This design comes from an exercise in tuning for small area on the open sky130 flow, not from production work.
Only simulation tests tie the RTL to the original design; equivalence was not proved.
No activity file was given, so power comes from the tool's default toggle rates.

## main
module main(
    input clk,
    input rst,
    input btnl,
    input btnd,
    input btnr,
    input btnp,
    input [3:0] speed,
    output [7:0] led,
    output [6:0] seg,
    output [3:0] an
    );
For scale: about 580 cells after synthesis, roughly 160 flip-flops, about 29 I/O pins.
==> flow/config.mk <==
export PLATFORM = sky130hd
export DESIGN_NAME = main
export DESIGN_NICKNAME = main
export VERILOG_FILES = /design/flow/design.v
export SDC_FILE = /design/flow/constraint.sdc
export NUM_CORES = 4
export LEC_CHECK = 0
export CAP_MARGIN = 20
export CORE_MARGIN = 2
export CORE_UTILIZATION = 70
export CTS_BUF_LIST = sky130_fd_sc_hd__clkbuf_8
export CTS_CLUSTER_SIZE = 30
export SLEW_MARGIN = 20
==> flow/constraint.sdc <==
create_clock -name core_clock -period 10.0 [get_ports {clk}]
set_input_delay 2.0000 -clock core_clock [delete_from_list [all_inputs] [get_ports {clk}]]
set_output_delay 2.0000 -clock core_clock [all_outputs]
set_load 0.01 [all_outputs]
run.sh (not shown) runs the stock make flow with config.mk's settings and CLKGATE_MAP_FILE= SYNTH_SCRIPT=/design/flow/synth_recipe.tcl, a recipe that flattens the netlist after the stock synthesis.
Then changed:
--- a/flow/config.mk
+++ b/flow/config.mk
@@ -9,5 +9,4 @@
 export CORE_MARGIN = 2
-export CORE_UTILIZATION = 70
-export CTS_BUF_LIST = sky130_fd_sc_hd__clkbuf_8
-export CTS_CLUSTER_SIZE = 30
+export CORE_UTILIZATION = 40
+export CTS_BUF_LIST = sky130_fd_sc_hd__clkbuf_4
 export SLEW_MARGIN = 20
Outcome:
- final area rose by 0.40%
- sequential share of layout area fell by 0.20 points
- count of clock-buffer cells in the layout rose by 2
- utilization fell by 35 points
- wire length rose by 1.2%
- power fell by 2.5%
- final cell count rose by 11%
- hold slack hardly moves
- synthesized area stays the same
- fmax fell by 3.0%

---

exp/raven:
main again, from the RTL that the note above started with.
Design main, start of the top module:
module main(
    input clk,
    input rst,
    input btnl,
    input btnd,
    input btnr,
    input btnp,
    input [3:0] speed,
    output [7:0] led,
    output [6:0] seg,
    output [3:0] an
    );
wire [3:0] bebida;
wire [3:0] total;
wire [3:0] cambio;
wire reset_wire;
wire cobrar_wire;
wire cancel_wire;
wire hundred_wire;
wire five_hundred_wire;
wire [2:0] c_type;
wire [2:0] c_type_saved;
wire t_expired;
wire [2:0] ing_type;
wire [1:0] t_value;
wire start_timer;
wire ok;
localparam DB_N = 10, DB_K = 6;
localparam DIV_W = 12, DIV_K = 10;
localparam [DIV_W-1:0] DIV_TERM = 12'h742;
localparam SEG_N = 10, SEG_K = 6;
assign led[1:0] = 2'b00;
Debouncer #(.N(DB_N), .K(DB_K)) coffee      (.clk(clk), .rst(rst), .signal(speed[0]), .signal_state(bebida[0]), .signal_up());
Debouncer #(.N(DB_N), .K(DB_K)) coffee_milk (.clk(clk), .rst(rst), .signal(speed[1]), .signal_state(bebida[1]), .signal_up());
Debouncer #(.N(DB_N), .K(DB_K)) cappuc      (.clk(clk), .rst(rst), .signal(speed[2]), .signal_state(bebida[2]), .signal_up());
Debouncer #(.N(DB_N), .K(DB_K)) mocca       (.clk(clk), .rst(rst), .signal(speed[3]), .signal_state(bebida[3]), .signal_up());
Debouncer #(.N(DB_N), .K(DB_K)) cancel      (.clk(clk), .rst(rst), .signal(btnd), .signal_state(cancel_wire), .signal_up());
Debouncer #(.N(DB_N), .K(DB_K)) reset       (.clk(clk), .rst(rst), .signal(btnp), .signal_state(reset_wire), .signal_up());
Debouncer #(.N(DB_N), .K(DB_K)) hundred_coin      (.clk(clk), .rst(rst), .signal(btnl), .signal_state(), .signal_up(hundred_wire));
  ...
Settings: LEC_CHECK=0, CAP_MARGIN=20, CORE_MARGIN=2, CORE_UTILIZATION=40, SLEW_MARGIN=20; clock period 10.0 ns.
standard.sh (not shown) runs the stock make flow with config.mk's settings and CLKGATE_MAP_FILE= SYNTH_SCRIPT=/design/flow/synth_recipe.tcl, a recipe that flattens the netlist after the stock synthesis.
==> flow/flow/run.sh <==
#!/bin/bash
# Own flow: the standard flow, with three changes to how the layout is made:
#  1. after the standard synthesis, the combinational gates are re-mapped by
#     ABC for area (flip-flops untouched, see remap.tcl); the result is used
#     only if Yosys proves it equivalent to the standard netlist (equiv.tcl);
#  2. port buffers are the smallest buffer (buf_1) instead of the default;
#  3. clock tree synthesis uses clkbuf_4 buffers and inserts no dummy loads.
# Each tool's full output goes to a log file in the work folder.
set -euo pipefail
WORK=$(pwd)
FLOWDIR=$WORK/flow
export RES=$WORK/orfs/results/${FLOW_PLATFORM}/main/base
export ABC_SCRIPT=$FLOWDIR/area.abc

bash standard.sh synth > $WORK/log_synth.txt 2>&1
cp $RES/1_2_yosys.v $RES/1_2_yosys_std.v
if yosys -c $FLOWDIR/remap.tcl > $WORK/log_remap.txt 2>&1 &&
   yosys -c $FLOWDIR/equiv.tcl > $WORK/log_equiv.txt 2>&1; then
  cp $RES/1_2_yosys_remap.v $RES/1_2_yosys.v
  rm -f $RES/1_synth.odb $RES/1_synth.sdc
  echo "using re-mapped netlist"
else
  echo "re-map not proven; using the standard netlist"
fi

export BUFFER_PORTS_ARGS="-buffer_cell sky130_fd_sc_hd__buf_1"
export CTS_ARGS="-sink_clustering_enable -repair_clock_nets -buf_list sky130_fd_sc_hd__clkbuf_4 -dont_use_dummy_load"
bash standard.sh finish > $WORK/log_finish.txt 2>&1
==> flow/flow/equiv.tcl <==
# Prove the re-mapped netlist equivalent to the standard one (same flip-flops,
# paired by name; the gates between them must compute the same functions).
yosys -import
set lib $::env(FLOW_HOME)/platforms/sky130hd/lib/sky130_fd_sc_hd__tt_025C_1v80.lib
set res $::env(RES)
read_liberty -ignore_miss_func $lib
read_verilog $res/1_2_yosys_std.v
rename $::env(FLOW_TOP) gold
read_verilog $res/1_2_yosys_remap.v
rename $::env(FLOW_TOP) gate
hierarchy -check
flatten gold gate
opt_clean
rename -hide w:_*
equiv_make gold gate equiv
equiv_simple -seq 2
equiv_induct
equiv_status -assert
Other scripts of this flow, unchanged in this note and not shown: flow/flow/area.abc, flow/flow/remap.tcl
exp/raven went all the way through the flow, and no timing, DRC or antenna check failed.
diff inputs: exp/raven => exp/xenon
- changing CORE_UTILIZATION from 40 to 60
--- a/flow/flow/run.sh
+++ b/flow/flow/run.sh
@@ -26,3 +26,3 @@
 export BUFFER_PORTS_ARGS="-buffer_cell sky130_fd_sc_hd__buf_1"
-export CTS_ARGS="-sink_clustering_enable -repair_clock_nets -buf_list sky130_fd_sc_hd__clkbuf_4 -dont_use_dummy_load"
+export CTS_ARGS="-sink_clustering_enable -repair_clock_nets -buf_list {sky130_fd_sc_hd__clkbuf_4 sky130_fd_sc_hd__clkbuf_8} -dont_use_dummy_load"
 bash standard.sh finish > $WORK/log_finish.txt 2>&1
--- a/flow/flow/equiv.tcl
+++ b/flow/flow/equiv.tcl
@@ -7,5 +7,5 @@
 read_verilog $res/1_2_yosys_std.v
-rename $::env(FLOW_TOP) gold
+yosys rename $::env(FLOW_TOP) gold
 read_verilog $res/1_2_yosys_remap.v
-rename $::env(FLOW_TOP) gate
+yosys rename $::env(FLOW_TOP) gate
 hierarchy -check
@@ -13,3 +13,3 @@
 opt_clean
-rename -hide w:_*
+yosys rename -hide w:_*
 equiv_make gold gate equiv
==> run summary <==
- When exp/xenon is measured against exp/raven, its global routing usage on met2 turns out 12 points higher.
- Overall die area, exp/xenon vs exp/raven: down by more than a quarter
- Of exp/xenon and exp/raven, the run reporting the lower number of cells on the worst reg-to-reg path was exp/raven.
- exp/xenon vs exp/raven: amount of wire on met3 after detailed routing down in exp/xenon
- Final routed wirelength across all metal layers (exp/raven / exp/xenon): 1.09
- Diff exp/xenon and exp/raven: final cell count higher in exp/raven
- Of exp/xenon and exp/raven, exp/raven shows the higher measured slew at the worst slew-check pin, with exp/xenon below it.
- Compared with exp/raven, exp/xenon shows maximum frequency that has gone up by a few percent.
- exp/xenon: number of instances in the synthesized netlist higher than exp/raven
- Remaining max-slew budget at the tightest pin: exp/xenon vs exp/raven up 16 points

[port drivers added, routing unchanged]
No port has a modelled driver above. Below, the same layouts with a new extraction and two added sets of constraints. Step 1 assumes that a clkbuf_16 drives the clock port and a buf_2 every other input. Step 2 times the ports against the registers' clock, not the clock port: input delays grow and output delays shrink by t, the midpoint of the rising clock arrivals with the driver on. Three values: ideal ports, drivers, drivers and shift; two values: the first two.
run	shift t [ns]	setup slack, ns	clock arrival spread, ns	worst data-port slew with drivers (ns)
the first run of note 1	0.459	5.622 / 5.588 / 6.011	0.012 / 0.012	0.04
the second run of note 1	0.554	5.484 / 5.452 / 6.006	0.014 / 0.014	0.03
exp/raven	0.535	5.918 / 5.885 / 5.973	0.034 / 0.034	0.03
exp/xenon	0.433	6.179 / 6.149 / 6.521	0.041 / 0.041	0.03
After both steps setup and hold are still met in every run listed.
